Background: an optimization exercise with open tools, aiming at small area, a short achievable clock period and few clock cycles. Do not read the settings as production practice.
Function was checked by simulation only, so behaviour that the tests miss may differ from the original.
The clock port is modelled as an ideal driver, which makes a skipped or thinned clock tree look cheaper than it is; a real chip needs a root buffer or a tree.
Power and IR drop assume default switching activity.

## axi4_lite_system
module axi4_lite_system (
    input  wire        clk,
    input  wire        resetn,
    input  wire        usr_write_req,
    input  wire        usr_read_req,
    input  wire [31:0] usr_araddr,
    input  wire [31:0] usr_awaddr,
    input  wire [31:0] usr_wdata,
    input  wire [3:0]  usr_wstrb,
    output wire [31:0] usr_rdata,
    output wire        usr_wr_busy,
    output wire        usr_wr_done,
    output wire [1:0]  usr_wr_resp,
    output wire        usr_rd_busy,
    output wire        usr_rd_done,
    output wire [1:0]  usr_rd_resp
);
export LEC_CHECK = 0
export CAP_MARGIN = 20
export CORE_MARGIN = 2
export CORE_UTILIZATION = 65
export PLACE_DENSITY = 0.85
export SLEW_MARGIN = 20
export SYNTH_HIERARCHICAL = 1
export SYNTH_MINIMUM_KEEP_SIZE = 0
create_clock -name core_clock -period 3.0 [get_ports {clk}]
standard.sh (not shown) runs the stock make flow with config.mk's settings and CLKGATE_MAP_FILE= SYNTH_SCRIPT=/design/flow/synth_recipe.tcl, a recipe that flattens the netlist after the stock synthesis.
==> flow/flow/run.sh <==
#!/bin/bash
# Own layout flow: the standard ORFS flow (standard.sh) with four changes,
# all made through ORFS's documented hooks and variables:
#  - ports are buffered with the smallest buffer (buf_1); repair sizes them up
#    where the timing needs it;
#  - after floorplan, every combinational cell from synthesis is set to its
#    smallest drive strength (downsize.tcl), so that only cells on slow paths
#    are sized up later;
#  - the clock tree is built by hand (mycts.tcl): the clock port drives four
#    clkbuf_8, each driving one quarter of the flip-flops, clustered by
#    position; every flip-flop sits one buffer from the port;
#  - after CTS, repair_timing sizes up cells on paths with less than
#    MY_SETUP_MARGIN ns of slack (post_cts.tcl).
# Each tool's output is in orfs/logs/ (one log per step); make's own output
# goes to flow_make.log.
set -euo pipefail
HERE=$(pwd)
export BUFFER_PORTS_ARGS="-buffer_cell sky130_fd_sc_hd__buf_1"
export POST_FLOORPLAN_TCL=$HERE/flow/downsize.tcl
export PRE_CTS_TCL=$HERE/flow/mycts.tcl
export POST_CTS_TCL=$HERE/flow/post_cts.tcl
export CLK_NBUF=6
export CLK_NROOT=2
export CLK_ROOT_BUF=sky130_fd_sc_hd__clkbuf_16
export CLK_BUF=sky130_fd_sc_hd__clkbuf_16
export MY_SETUP_MARGIN=1.85
export OUT_BUF=sky130_fd_sc_hd__buf_2
export MY_SEQUENCE=sizeup
bash standard.sh finish > flow_make.log 2>&1
==> flow/flow/mycts.tcl <==
# Hand-built clock tree: the clock port drives CLK_NBUF buffers of type CLK_BUF,
# each placed at the centre of one cluster of flip-flops (k-means on their
# positions) and driving only that cluster. Every flip-flop is one buffer from
# the port, so the tree is balanced. Sourced before clock_tree_synthesis, which
# it then stands in for.
set nbuf [expr {[info exists ::env(CLK_NBUF)] ? $::env(CLK_NBUF) : 4}]
set bufm [expr {[info exists ::env(CLK_BUF)] ? $::env(CLK_BUF) : "sky130_fd_sc_hd__clkbuf_16"}]
set block [ord::get_db_block]
set clknet [$block findNet clk]
set sinks {}
foreach it [$clknet getITerms] {
  set inst [$it getInst]
  lappend sinks [list $inst [$it getMTerm] [lindex [$inst getLocation] 0] [lindex [$inst getLocation] 1]]
}
set n [llength $sinks]
puts "mycts: $n sinks, $nbuf x $bufm"
# k-means, seeded by sorting on x then y bands
set cx {}; set cy {}
set xs [lsort -real [lmap s $sinks {lindex $s 2}]]
set ys [lsort -real [lmap s $sinks {lindex $s 3}]]
set g [expr {int(ceil(sqrt($nbuf)))}]
for {set k 0} {$k < $nbuf} {incr k} {
  set i [expr {$k % $g}]; set j [expr {$k / $g}]
  lappend cx [lindex $xs [expr {int(($i + 0.5) * $n / $g)}]]
  lappend cy [lindex $ys [expr {int(($j + 0.5) * $n / (($nbuf + $g - 1) / $g))}]]
}
set cap [expr {int(ceil(double($n) / $nbuf)) + 2}]
for {set iter 0} {$iter < 30} {incr iter} {
  # balanced assignment: greedy by distance with a size cap per cluster
  set pairs {}
  set idx 0
  foreach s $sinks {
    for {set k 0} {$k < $nbuf} {incr k} {
      set d [expr {abs([lindex $s 2] - [lindex $cx $k]) + abs([lindex $s 3] - [lindex $cy $k])}]
      lappend pairs [list $d $idx $k]
    }
    incr idx
  }
  set pairs [lsort -real -index 0 $pairs]
  set assign [lrepeat $n -1]
  set cnt [lrepeat $nbuf 0]
  foreach p $pairs {
    lassign $p d i k
    if {[lindex $assign $i] >= 0} continue
    if {[lindex $cnt $k] >= $cap} continue
    lset assign $i $k
    lset cnt $k [expr {[lindex $cnt $k] + 1}]
  }
  set sx [lrepeat $nbuf 0.0]; set sy [lrepeat $nbuf 0.0]
  for {set i 0} {$i < $n} {incr i} {
    set k [lindex $assign $i]
    lset sx $k [expr {[lindex $sx $k] + [lindex $sinks $i 2]}]
    lset sy $k [expr {[lindex $sy $k] + [lindex $sinks $i 3]}]
  }
  for {set k 0} {$k < $nbuf} {incr k} {
    if {[lindex $cnt $k] > 0} {
      lset cx $k [expr {[lindex $sx $k] / [lindex $cnt $k]}]
      lset cy $k [expr {[lindex $sy $k] / [lindex $cnt $k]}]
    }
  }
}
puts "mycts: cluster sizes $cnt"
set master [[ord::get_db] findMaster $bufm]
# With CLK_NROOT set, the port drives CLK_NROOT root buffers (CLK_ROOT_BUF),
# each of which drives a group of the leaf buffers above: two buffers from the
# port to every flip-flop.
set nroot [expr {[info exists ::env(CLK_NROOT)] ? $::env(CLK_NROOT) : 0}]
set leafsrc [lrepeat $nbuf $clknet]
if {$nroot > 0} {
  set rootm [[ord::get_db] findMaster $::env(CLK_ROOT_BUF)]
  # leaves sorted by angle-free position: split by x then y into nroot groups
  set order [lsort -real -index 1 [lmap k [lsearch -all $cnt *] {list $k [lindex $cx $k] [lindex $cy $k]}]]
  set per [expr {int(ceil(double($nbuf) / $nroot))}]
  for {set g 0} {$g < $nroot} {incr g} {
    set members [lrange $order [expr {$g * $per}] [expr {($g + 1) * $per - 1}]]
    if {![llength $members]} continue
    set mx 0.0; set my 0.0
    foreach m $members { set mx [expr {$mx + [lindex $m 1]}]; set my [expr {$my + [lindex $m 2]}] }
    set rinst [odb::dbInst_create $block $rootm "clkroot_my_$g"]
    set rnet [odb::dbNet_create $block "clkrootnet_my_$g"]
    $rnet setSigType CLOCK
    [$rinst findITerm A] connect $clknet
    [$rinst findITerm X] connect $rnet
    $rinst setLocation [expr {int($mx / [llength $members])}] [expr {int($my / [llength $members])}]
    $rinst setPlacementStatus PLACED
    foreach m $members { lset leafsrc [lindex $m 0] $rnet }
  }
}
for {set k 0} {$k < $nbuf} {incr k} {
  set inst [odb::dbInst_create $block $master "clkbuf_my_$k"]
  set net [odb::dbNet_create $block "clknet_my_$k"]
  $net setSigType CLOCK
  [$inst findITerm A] connect [lindex $leafsrc $k]
  [$inst findITerm X] connect $net
  $inst setLocation [expr {int([lindex $cx $k])}] [expr {int([lindex $cy $k])}]
  $inst setPlacementStatus PLACED
  lappend bufnets $net
}
for {set i 0} {$i < $n} {incr i} {
  set s [lindex $sinks $i]
  set it [[lindex $s 0] getITerm [lindex $s 1]]
  $it disconnect
  $it connect [lindex $bufnets [lindex $assign $i]]
}
# stand in for the tool's clock tree synthesis
rename clock_tree_synthesis ""
proc clock_tree_synthesis {args} { puts "mycts: clock_tree_synthesis skipped" }
==> flow/flow/post_cts.tcl <==
set_propagated_clock [all_clocks]
set out_cells {}
foreach bterm [[ord::get_db_block] getBTerms] {
  if {[$bterm getIoType] ne "OUTPUT"} continue
  foreach it [[$bterm getNet] getITerms] {
    if {![$it isOutputSignal]} continue
    set buf [$it getInst]
    if {[info exists ::env(OUT_BUF)] && [string match "*buf_*" [[$buf getMaster] getName]]} {
      replace_cell [$buf getName] $::env(OUT_BUF)
    }
    lappend out_cells [get_cells [$buf getName]]
    foreach bit [$buf getITerms] {
      if {![$bit isInputSignal]} continue
      foreach dit [[$bit getNet] getITerms] {
        if {[$dit isOutputSignal]} { lappend out_cells [get_cells [[$dit getInst] getName]] }
      }
    }
  }
}
puts "post_cts: [llength $out_cells] output-side cells held"
if {[info exists ::env(MY_SETUP_MARGIN)]} {
  estimate_parasitics -placement
  puts "post_cts: before ws [worst_slack -max] area [rsz::design_area]"
  set_dont_touch $out_cells
  repair_timing -setup -setup_margin $::env(MY_SETUP_MARGIN) -sequence $::env(MY_SEQUENCE) -skip_last_gasp
  unset_dont_touch $out_cells
  estimate_parasitics -placement
  puts "post_cts: after ws [worst_slack -max] area [rsz::design_area]"
}
detailed_placement
Other scripts of this flow, unchanged in this note and not shown: flow/flow/downsize.tcl
The baseline completed without violations.
Testbench counts at the start, summed over its fixed seeds: cycles 2,400.
Edit:
--- a/flow/flow/run.sh
+++ b/flow/flow/run.sh
@@ -24,5 +24,5 @@
 export CLK_ROOT_BUF=sky130_fd_sc_hd__clkbuf_16
 export CLK_BUF=sky130_fd_sc_hd__clkbuf_16
-export MY_SETUP_MARGIN=1.85
+export MY_SETUP_MARGIN=1.75
 export OUT_BUF=sky130_fd_sc_hd__buf_2
 export MY_SEQUENCE=sizeup
==> flow/flow/post_cts.tcl (replaced) <==
set_propagated_clock [all_clocks]
set out_cells {}
foreach port [get_ports -filter "direction==output"] {
  foreach pin [get_pins -of_objects [get_nets -of_objects $port] -filter "direction==output"] {
    set buf [get_cells -of_objects $pin]
    if {[info exists ::env(OUT_BUF)] && [string match "*buf_*" [get_property $buf ref_name]]} {
      replace_cell [get_property $buf full_name] $::env(OUT_BUF)
    }
    lappend out_cells $buf
    foreach in [get_pins -of_objects $buf -filter "direction==input"] {
      foreach drv [get_pins -of_objects [get_nets -of_objects $in] -filter "direction==output"] {
        lappend out_cells [get_cells -of_objects $drv]
      }
    }
  }
}
if {[info exists ::env(MY_SETUP_MARGIN)]} {
  estimate_parasitics -placement
  puts "post_cts: before ws [worst_slack -max] area [rsz::design_area]"
  set_dont_touch $out_cells
  repair_timing -setup -setup_margin $::env(MY_SETUP_MARGIN) -sequence $::env(MY_SEQUENCE) -skip_last_gasp
  unset_dont_touch $out_cells
  estimate_parasitics -placement
  puts "post_cts: after ws [worst_slack -max] area [rsz::design_area]"
}
detailed_placement
=>
- This time the run ended with an error in clock tree synthesis (STA-0100)
- synthesized area stays the same
- synthesized cell count stays the same
Edit:
--- a/flow/flow/run.sh
+++ b/flow/flow/run.sh
@@ -20,10 +20,9 @@
 export PRE_CTS_TCL=$HERE/flow/mycts.tcl
 export POST_CTS_TCL=$HERE/flow/post_cts.tcl
-export CLK_NBUF=6
+export CLK_NBUF=8
 export CLK_NROOT=2
 export CLK_ROOT_BUF=sky130_fd_sc_hd__clkbuf_16
-export CLK_BUF=sky130_fd_sc_hd__clkbuf_16
-export MY_SETUP_MARGIN=1.75
-export OUT_BUF=sky130_fd_sc_hd__buf_2
+export CLK_BUF=sky130_fd_sc_hd__clkbuf_8
+export MY_SETUP_MARGIN=1.6
 export MY_SEQUENCE=sizeup
 bash standard.sh finish > flow_make.log 2>&1
==> flow/flow/post_cts.tcl (replaced) <==
# Size up cells on the paths whose slack (with placement parasitics) is under
# MY_SETUP_MARGIN ns, then legalise the placement again.
if {[info exists ::env(MY_SETUP_MARGIN)]} {
  set_propagated_clock [all_clocks]
  estimate_parasitics -placement
  puts "post_cts: before ws [worst_slack -max] area [rsz::design_area]"
  repair_timing -setup -setup_margin $::env(MY_SETUP_MARGIN) -sequence $::env(MY_SEQUENCE) -skip_last_gasp
  detailed_placement
  estimate_parasitics -placement
  puts "post_cts: after ws [worst_slack -max] area [rsz::design_area]"
}
What happened: With this change the flow went through all stages and came out clean; area after synthesis does not change; synthesized cell count does not change.
Edit:
--- a/flow/flow/run.sh
+++ b/flow/flow/run.sh
@@ -20,9 +20,9 @@
 export PRE_CTS_TCL=$HERE/flow/mycts.tcl
 export POST_CTS_TCL=$HERE/flow/post_cts.tcl
-export CLK_NBUF=8
+export CLK_NBUF=6
 export CLK_NROOT=2
 export CLK_ROOT_BUF=sky130_fd_sc_hd__clkbuf_16
-export CLK_BUF=sky130_fd_sc_hd__clkbuf_8
-export MY_SETUP_MARGIN=1.6
+export CLK_BUF=sky130_fd_sc_hd__clkbuf_16
+export MY_SETUP_MARGIN=1.75
 export MY_SEQUENCE=sizeup
 bash standard.sh finish > flow_make.log 2>&1
Utilization rose by 4.5 points.
Final area rose by 6.4%.
Via count rose by 1.7%.
Combinational power rose by about 20%.
Fmax rose by 9.5%.
Worst hold slack degrades by 8.1 ps.
Total power rose by 4.7%.
Global-route usage rose by 1.4 points.
Wire length rose by 7.8%.
Edit:
--- a/flow/flow/run.sh
+++ b/flow/flow/run.sh
@@ -24,5 +24,6 @@
 export CLK_ROOT_BUF=sky130_fd_sc_hd__clkbuf_16
 export CLK_BUF=sky130_fd_sc_hd__clkbuf_16
-export MY_SETUP_MARGIN=1.75
+export MY_SETUP_MARGIN=1.85
+export OUT_BUF=sky130_fd_sc_hd__buf_2
 export MY_SEQUENCE=sizeup
 bash standard.sh finish > flow_make.log 2>&1
==> flow/flow/post_cts.tcl (replaced) <==
set_propagated_clock [all_clocks]
set out_cells {}
foreach port [get_ports -filter "direction==output"] {
  foreach pin [get_pins -of_objects [get_nets -of_objects $port] -filter "direction==output"] {
    set buf [get_cells -of_objects $pin]
    if {[info exists ::env(OUT_BUF)] && [string match "*buf_*" [get_property $buf ref_name]]} {
      replace_cell [get_property $buf full_name] $::env(OUT_BUF)
    }
    lappend out_cells $buf
    foreach in [get_pins -of_objects $buf -filter "direction==input"] {
      foreach drv [get_pins -of_objects [get_nets -of_objects $in] -filter "direction==output"] {
        lappend out_cells [get_cells -of_objects $drv]
      }
    }
  }
}
if {[info exists ::env(MY_SETUP_MARGIN)]} {
  estimate_parasitics -placement
  puts "post_cts: before ws [worst_slack -max] area [rsz::design_area]"
  set_dont_touch $out_cells
  repair_timing -setup -setup_margin $::env(MY_SETUP_MARGIN) -sequence $::env(MY_SEQUENCE) -skip_last_gasp
  unset_dont_touch $out_cells
  estimate_parasitics -placement
  puts "post_cts: after ws [worst_slack -max] area [rsz::design_area]"
}
detailed_placement
This time the run did not get past clock tree synthesis with STA-0100.
Synthesized area stays the same.
Synthesized cell count does not change.
Edit:
--- a/flow/flow/run.sh
+++ b/flow/flow/run.sh
@@ -24,6 +24,5 @@
 export CLK_ROOT_BUF=sky130_fd_sc_hd__clkbuf_16
 export CLK_BUF=sky130_fd_sc_hd__clkbuf_16
-export MY_SETUP_MARGIN=1.85
-export OUT_BUF=sky130_fd_sc_hd__buf_2
+export MY_SETUP_MARGIN=1.6
 export MY_SEQUENCE=sizeup
 bash standard.sh finish > flow_make.log 2>&1
==> flow/flow/post_cts.tcl (replaced) <==
# Size up cells on the paths whose slack (with placement parasitics) is under
# MY_SETUP_MARGIN ns, then legalise the placement again.
if {[info exists ::env(MY_SETUP_MARGIN)]} {
  set_propagated_clock [all_clocks]
  estimate_parasitics -placement
  puts "post_cts: before ws [worst_slack -max] area [rsz::design_area]"
  repair_timing -setup -setup_margin $::env(MY_SETUP_MARGIN) -sequence $::env(MY_SEQUENCE) -skip_last_gasp
  detailed_placement
  estimate_parasitics -placement
  puts "post_cts: after ws [worst_slack -max] area [rsz::design_area]"
}
=>
- The changed run finished with timing, DRC and antenna clean
- synthesized cell count stays the same
- area after synthesis stays the same
The clock cells of the first, third, fourth and sixth runs of this note come from the design's own scripts or RTL, not from TritonCTS.

==> afterwards: timing with drivers on the ports <==
Ports are ideal in the flow. The routed layouts listed here were re-timed in OpenROAD.
Step 1: set_driving_cell puts a clkbuf_16 on clk and a buf_2 on each other input, an assumption about the parent block.
Step 2 adds t to the input delays and takes it off the output delays; t is the mean of the earliest and latest rising clock arrival at the registers after step 1. Input paths then give back, and output paths get back, about the clock's delay inside the block.
a / b / c = ideal ports / drivers / drivers and shift; a / b = the first two.
run	t, ns	setup slack, ns	worst setup path at the end	cell pins on the clock port's net
the first run	0.357	1.572 / 1.516 / 1.215	input to register	2
the third run	0.357	1.447 / 1.461 / 1.104	input to register	2
the fourth run	0.357	1.581 / 1.563 / 1.248	input to register	2
the sixth run	0.354	1.472 / 1.489 / 1.135	input to register	2
After both steps setup and hold are still met in every run listed. For the first run, which loses most, drivers alone change the setup slack by -0.056 ns; drivers and shift together by -0.357 ns.
